From an optimization exercise on the open Yosys and OpenROAD flow, aimed at small area; shortcuts taken in it are not production practice. In this exercise RTL edits were held to simulation tests only and were not proved equivalent to the original. No activity file was given, so power comes from the tool's default toggle rates.

--- flow/constraint.sdc ---
create_clock -name core_clock -period 10.0 [get_ports {clk}]
set_input_delay 2.0000 -clock core_clock [delete_from_list [all_inputs] [get_ports {clk}]]
set_output_delay 2.0000 -clock core_clock [all_outputs]
set_load 0.01 [all_outputs]
--- flow/run.sh ---
#!/bin/bash
# synth_recipe.tcl (not shown) runs the flow's synth.tcl, then flattens the netlist and writes it again
# the make line also repeats each setting of config.mk as NAME=value (left out here)
make -C /OpenROAD-flow-scripts/flow DESIGN_CONFIG=/design/flow/config.mk WORK_HOME=/design/flow/orfs CLKGATE_MAP_FILE= SYNTH_SCRIPT=/design/flow/synth_recipe.tcl finish
--- flow/design.v ---
module enable_gen (
    input  wire       clk_100mhz,
    input  wire       reset,
    output reg  [1:0] digit,
    output wire       blink,
    output wire       en_set,
    output wire       en_sec
);
    reg [5:0] p;
    reg [3:0] b;
    reg [3:0] c;
    wire tick  = p[5] & p[4] & p[1];           
    wire carry_a = tick & (digit == 2'd3);
    wire carry_b = carry_a & b[3] & b[0];      
    wire c9      = c[3] & c[0];                
    assign blink  = c[0];
    assign en_sec = carry_b & c9;
    assign en_set = carry_b & (c9 | (c == 4'd4));
    always @(posedge clk_100mhz or posedge reset) begin
        if (reset) begin
            p     <= 6'd0;
            digit <= 2'd0;
            b     <= 4'd0;
            c     <= 4'd0;
        end else begin
            p <= tick ? 6'd1 : p + 6'd1;
            if (tick)
                digit <= digit + 2'd1;
            if (carry_a)
                b <= b[3] & b[0] ? 4'd0 : b + 4'd1;
            if (carry_b)
                c <= c9 ? 4'd0 : c + 4'd1;
        end
    end
endmodule
module top (
    input  wire       clk,
    input  wire       reset,
    input  wire       pause,
    input  wire       adjust,
    input  wire       select,
    output reg  [6:0] seg,
    output reg  [3:0] anode
);
    reg [2:0] MinL, SecL;
    reg [3:0] MinR, SecR;
    wire [1:0] digit;
    wire       blink, en_set, en_sec;
    enable_gen clkenbl (
        .clk_100mhz (clk),
        .reset      (reset),
        .digit      (digit),
        .blink      (blink),
        .en_set     (en_set),
        .en_sec     (en_sec)
    );
    wire run     = ~pause & ~adjust & en_sec;
    wire set_sec = ~pause & adjust & select & en_set;
    wire set_min = ~pause & adjust & ~select & en_set;
    wire secr9 = SecR[3] & SecR[0];
    wire secl5 = SecL[2] & SecL[0];
    wire minr9 = MinR[3] & MinR[0];
    wire minl5 = MinL[2] & MinL[0];
    wire inc_secr = run | set_sec;
    wire inc_secl = inc_secr & secr9;
    wire inc_minr = set_min | (run & secr9 & secl5);
    wire inc_minl = inc_minr & minr9;
    always @(posedge clk or posedge reset) begin
        if (reset) begin
            SecR <= 4'd0;
            SecL <= 3'd0;
            MinR <= 4'd0;
            MinL <= 3'd0;
        end else begin
            if (inc_secr) SecR <= secr9 ? 4'd0 : SecR + 4'd1;
            if (inc_secl) SecL <= secl5 ? 3'd0 : SecL + 3'd1;
            if (inc_minr) MinR <= minr9 ? 4'd0 : MinR + 4'd1;
            if (inc_minl) MinL <= minl5 ? 3'd0 : MinL + 3'd1;
        end
    end
    reg [3:0] display;
    wire blank = blink & adjust & (select == digit[1]);
    always @(*) begin
        case (digit)
            2'd0: begin anode = 4'b0111; display = {1'b0, MinL}; end
            2'd1: begin anode = 4'b1011; display = MinR; end
            2'd2: begin anode = 4'b1101; display = {1'b0, SecL}; end
            default: begin anode = 4'b1110; display = SecR; end
        endcase
    end
    always @(*) begin
        if (blank)
            seg = 7'b1111111;
        else
            casez (display)
                4'd0: seg = 7'b0000001;
                4'd1: seg = 7'b1001111;
                4'd2: seg = 7'b0010010;
                4'd3: seg = 7'b0000110;
                4'd4: seg = 7'b1001100;
                4'd5: seg = 7'b0100100;
                4'd6: seg = 7'b0100000;
                4'd7: seg = 7'b0001111;
                4'b1??0: seg = 7'b0000000;    
                default: seg = 7'b0000100;    
            endcase
    end
endmodule
--- flow/config.mk ---
export PLATFORM = sky130hd
export DESIGN_NAME = top
export DESIGN_NICKNAME = top
export VERILOG_FILES = /design/flow/design.v
export SDC_FILE = /design/flow/constraint.sdc
export NUM_CORES = 4
export LEC_CHECK = 0
export CAP_MARGIN = 20
export CORE_MARGIN = 2
export CORE_UTILIZATION = 40
export SLEW_MARGIN = 20
==> impl_results.html <==
<table>
<tr><th>Metric</th><th>Value</th></tr>
<tr><th colspan="2">Status</th></tr>
<tr><td>Outcome</td><td>complete, no violations</td></tr>
<tr><th colspan="2">Detailed routing</th></tr>
<tr><td>Via density per instance</td><td>~5.6</td></tr>
<tr><td>Remaining number of nets flagged by the antenna check after routing</td><td>0</td></tr>
<tr><td>DRC violations left</td><td>0</td></tr>
<tr><td>DRT Wirelength</td><td>between 3000 and 4000 microns</td></tr>
<tr><td>Detailed-route via count</td><td>~1.4k</td></tr>
<tr><td>Count of routing violations after the opening detailed-route iteration</td><td>54</td></tr>
<tr><td>Routed length per placed instance</td><td>14.8 microns</td></tr>
<tr><td>Drt pass-1 iters</td><td>4</td></tr>
<tr><th colspan="2">Timing</th></tr>
<tr><td>Final setup viols</td><td>0</td></tr>
<tr><td>Unrepaired setup endpoints after global routing</td><td>false</td></tr>
<tr><td>Worst-case clock skew</td><td>~0.0026 ns</td></tr>
<tr><td>Min Clock Period, post-route</td><td>slightly below 6 ns</td></tr>
<tr><td>Final cycle utilization of the critical path</td><td>0.589</td></tr>
<tr><td>Max Freq</td><td>0.170 GHz</td></tr>
<tr><td>Worst hold margin</td><td>0.499 ns</td></tr>
<tr><td>Tightest Pin Transition</td><td>0.773 ns</td></tr>
<tr><td>Slew HR</td><td>0.484</td></tr>
<tr><td>Worst-case setup margin in the final layout</td><td>around 4 ns</td></tr>
<tr><td>Final number of max-transition violations</td><td>0</td></tr>
<tr><td>Final setup TNS</td><td>0 ns</td></tr>
<tr><td>Final hold vios</td><td>0</td></tr>
<tr><th colspan="2">Yosys</th></tr>
<tr><td>Net Count, Synth</td><td>200</td></tr>
<tr><td>Top_reg_cell synth</td><td>sky130_fd_sc_hd__dfrtp_1</td></tr>
<tr><td>Synthesized flop and latch total</td><td>30</td></tr>
<tr><td>Number of synthesized flops with an enable pin</td><td>0</td></tr>
<tr><td>Count of cell types in the netlist</td><td>50</td></tr>
<tr><td>Yosys warns</td><td>2</td></tr>
<tr><td>Share of synthesized flip-flops with an asynchronous set or reset</td><td>1.00</td></tr>
<tr><td>Syn Std Cell Area</td><td>about 1900 sq um</td></tr>
<tr><td>Number of cells produced by synthesis</td><td>between 150 and 200</td></tr>
<tr><td>Average instance area after synthesis</td><td>slightly above 10 sq um</td></tr>
<tr><td>Sequential share of the synthesized area</td><td>0.404</td></tr>
<tr><th colspan="2">Global routing</th></tr>
<tr><td>Maximum number of pins on one net before global-route repair</td><td>31</td></tr>
<tr><td>Congestion Overflow GR</td><td>0</td></tr>
<tr><td>Via count of the first global-routing pass</td><td>1405</td></tr>
<tr><td>Total routing resource utilization after global routing</td><td>0.166</td></tr>
<tr><td>First-pass GRT wire length</td><td>between 6000 and 7000 microns</td></tr>
<tr><td>Number of antenna violations at the first check in global routing</td><td>0</td></tr>
<tr><th colspan="2">Place</th></tr>
<tr><td>Pre-CTS setup slack</td><td>slightly above 4 ns</td></tr>
<tr><td>Routability cong.</td><td>around 0.80</td></tr>
<tr><td>Detailed Place HPWL</td><td>2820 microns</td></tr>
<tr><td>Buffers on Ports</td><td>15</td></tr>
<tr><td>Placed cells</td><td>248</td></tr>
<tr><th colspan="2">Die</th></tr>
<tr><td>Height of the die</td><td>72.2 microns</td></tr>
<tr><td>Die area</td><td>between 5000 and 6000 sq um</td></tr>
<tr><td>Area of the placeable core</td><td>around 4400 sq um</td></tr>
<tr><td>Chip Width</td><td>between 70 and 80 microns</td></tr>
<tr><td>Initial Util</td><td>0.421</td></tr>
<tr><td>Num rows</td><td>24</td></tr>
<tr><td>I/O Pins</td><td>16</td></tr>
<tr><th colspan="2">Cells and area</th></tr>
<tr><td>NumNets Final</td><td>around 220</td></tr>
<tr><td>Layout Cells excl Fill</td><td>255</td></tr>
<tr><td>Number of antenna diodes</td><td>0</td></tr>
<tr><td>Fraction of final layout cells sized beyond drive strength 1</td><td>0.0985</td></tr>
<tr><td>Final core area utilization</td><td>0.487</td></tr>
<tr><td>Synthesis-to-finish area growth</td><td>15.6%</td></tr>
<tr><th colspan="2">Clock network</th></tr>
<tr><td>Resize count post-CTS</td><td>0</td></tr>
<tr><td>Clock slew at the register clock pins of the worst setup and hold paths</td><td>approximately 0.060 ns</td></tr>
<tr><td>Number of buffers on the longest clock path</td><td>2</td></tr>
<tr><td>Clock Tree Root</td><td>sky130_fd_sc_hd__clkbuf_8</td></tr>
<tr><td>Number of buffers inserted during clock tree synthesis</td><td>5</td></tr>
<tr><td>Clock latency at the later pin of the worst-skew pair</td><td>0.28 ns</td></tr>
<tr><td>Num Clock Sinks</td><td>30</td></tr>
<tr><td>Setup Fix Bufs, Post-CTS</td><td>0</td></tr>
<tr><td>Maximum level of the CTS H-tree</td><td>2</td></tr>
<tr><td>TritonCTS clock tree</td><td>built</td></tr>
<tr><td>CTS hold repair buffers</td><td>0</td></tr>
<tr><th colspan="2">Power</th></tr>
<tr><td>Cell area power density</td><td>approximately 100 nW/um^2</td></tr>
<tr><td>Total leakage power</td><td>0.960 nW</td></tr>
<tr><td>Peak supply drop</td><td>0.0713 mV</td></tr>
<tr><th colspan="2">Setup path</th></tr>
<tr><td>Data arrival at the endpoint of the critical path</td><td>3.89 ns</td></tr>
<tr><td>Crit Path Category</td><td>input pin to output port</td></tr>
<tr><td>Kind of launch point of the worst setup path</td><td>input pin</td></tr>
<tr><td>CP Capture Type</td><td>output port</td></tr>
<tr><td>Worst endpoint required time</td><td>approximately 8.0 ns</td></tr>
<tr><td>Maximum fanout encountered on the critical timing path</td><td>8</td></tr>
<tr><th colspan="2">Worst hold path</th></tr>
<tr><td>Path class of the lowest-slack min-delay path</td><td>flip-flop to flip-flop</td></tr>
<tr><th colspan="2">Job</th></tr>
<tr><td>Maximum capacitance violations</td><td>0</td></tr>
</table>
## final cells by class
type,instances,area (sq um)
multi-input combinational,135,1040
fill,407,2270
timing repair buffer,16,158
clock buffer,7,76.3
inverter,15,56.3
tap,52,65.1
sequential,30,751
## final timing paths
kind                                      to  slack (ns)  cells past startpoint              from
worst max-delay path                  seg[1]        4.11                      6            select
worst min register to register  clkenbl.p[0]        0.50                      1      clkenbl.p[0]
worst max register to register       SecL[1]        7.76                      5  clkenbl.digit[1]
max in group asynchronous            SecR[0]        7.62                      3             reset
worst min-delay path            clkenbl.p[0]        0.50                      1      clkenbl.p[0]
min in group asynchronous       clkenbl.b[3]        2.10                      3             reset
## Yosys cell counts, drive strengths merged, types with 2 or more instances
cell,instances,area share
dfrtp,30,0.40
o31ai,4,0.016
a21o,2,0.0081
o21ai,9,0.026
xor2,2,0.0094
nand3,13,0.035
a222oi,3,0.016
o2bb2ai,2,0.0094
mux2,6,0.038
xnor2,12,0.057
ha,13,0.088
mux2i,5,0.029
o2111ai,2,0.0094
nand2,17,0.034
nor3,3,0.0081
a21boi,2,0.0081
o211ai,6,0.027
and2,4,0.013
inv,15,0.030
a21oi,3,0.0081
nor2,7,0.015
nand3b,2,0.015
nand4,3,0.010
## critical path: stages
cell	delay [ns]
sky130_fd_sc_hd__clkdlybuf4s50_1	0.57
sky130_fd_sc_hd__xnor2_1	0.14
sky130_fd_sc_hd__nand3_1	0.25
sky130_fd_sc_hd__and2_1	0.23
sky130_fd_sc_hd__a31oi_1	0.14
sky130_fd_sc_hd__clkdlybuf4s50_1	0.56
## flip-flops by register name, indices dropped and copies added, names as in the netlist
name and cells:
MinL 3, SecL 3, clkenbl.p 6, clkenbl.digit 2
MinR 4, SecR 4, clkenbl.b 4, clkenbl.c 4
## routing by layer
layer,routed length (microns),vias up,track usage
met5,0,-,0
met2,1820,27,0.271
li1,-,706,-
met3,125,7,0.0417
met1,1750,683,0.209
met4,75,0,0.0713
## cells by family after synthesis
group,after synthesis,synth area share
buffers and inverters,17,0.0350
and+or+nand+nor,57,0.170
AOI/OAI and AO/OA,40,0.170
DFF,30,0.404
muxes,11,0.0673
adders and majority gates,13,0.0875
xor gates and xnor gates,14,0.0660
## where the power goes
| part | internal, mW | switching, mW | leakage (nW) |
|---|---|---|---|
| Sequential | 0.121 | 0 | 0.394 |
| Combinational | 0.00201 | 0.00404 | 0.527 |
| Clock | 0.0478 | 0.0433 | 0.0383 |
## metrics by stage
step           total power [mW]  instance area [sq um]
6_report                  0.219                   2150
5_1_grt                   0.228                   2150
4_1_cts                   0.223                   2150
3_5_place_dp              0.130                   2070
3_3_place_gp              0.130                   2070
2_1_floorplan             0.126                   1860
## placed cells by master, fill, tap and decap left out, types with 2 or more instances in the layout
master / synthesis / final
sky130_fd_sc_hd__inv_1: 14 / 14
sky130_fd_sc_hd__nand2_1: 17 / 17
sky130_fd_sc_hd__mux2_1: 2 / 2
sky130_fd_sc_hd__a21o_1: 2 / 2
sky130_fd_sc_hd__mux2i_1: 4 / 4
sky130_fd_sc_hd__nand4_1: 3 / 3
sky130_fd_sc_hd__o21ai_0: 7 / 7
sky130_fd_sc_hd__nor3_1: 3 / 3
sky130_fd_sc_hd__o31ai_1: 4 / 4
sky130_fd_sc_hd__mux2_2: 3 / 3
sky130_fd_sc_hd__nand3_1: 13 / 13
sky130_fd_sc_hd__o211ai_1: 5 / 5
sky130_fd_sc_hd__dfrtp_1: 30 / 30
sky130_fd_sc_hd__clkbuf_1: 1 / 2
sky130_fd_sc_hd__o2111ai_1: 2 / 2
sky130_fd_sc_hd__and2_1: 3 / 3
sky130_fd_sc_hd__a222oi_1: 3 / 3
sky130_fd_sc_hd__clkdlybuf4s50_1: 0 / 15
sky130_fd_sc_hd__xnor2_1: 12 / 12
sky130_fd_sc_hd__clkbuf_8: 0 / 5
sky130_fd_sc_hd__ha_1: 13 / 13
sky130_fd_sc_hd__o2bb2ai_1: 2 / 2
sky130_fd_sc_hd__xor2_1: 2 / 2
sky130_fd_sc_hd__a21oi_1: 3 / 3
sky130_fd_sc_hd__a21boi_0: 2 / 2
sky130_fd_sc_hd__nor2_1: 6 / 6

-- static timing again, ports no longer ideal --
The flow's constraints put no driver on any port. The routed layout listed below was extracted and timed again, unchanged, in two steps.
Step 1, drivers: a clkbuf_16 drives clk and a buf_2 each remaining input, both assumed.
Step 2 times the ports against the registers' clock, not the clock port: input delays grow and output delays shrink by t, the midpoint of the rising clock arrivals with the driver on.
Slacks: ideal ports / drivers / drivers and shift; pairs: ideal ports / drivers.
t (ns): 0.305
slack for setup (ns): 4.107 / 4.082 / 4.082
latest minus earliest clock arrival (ns): 0.002 / 0.003
After both steps this run still meets setup and hold. The setup slack of this run moves by -0.025 ns with the drivers and by -0.025 ns with both steps.
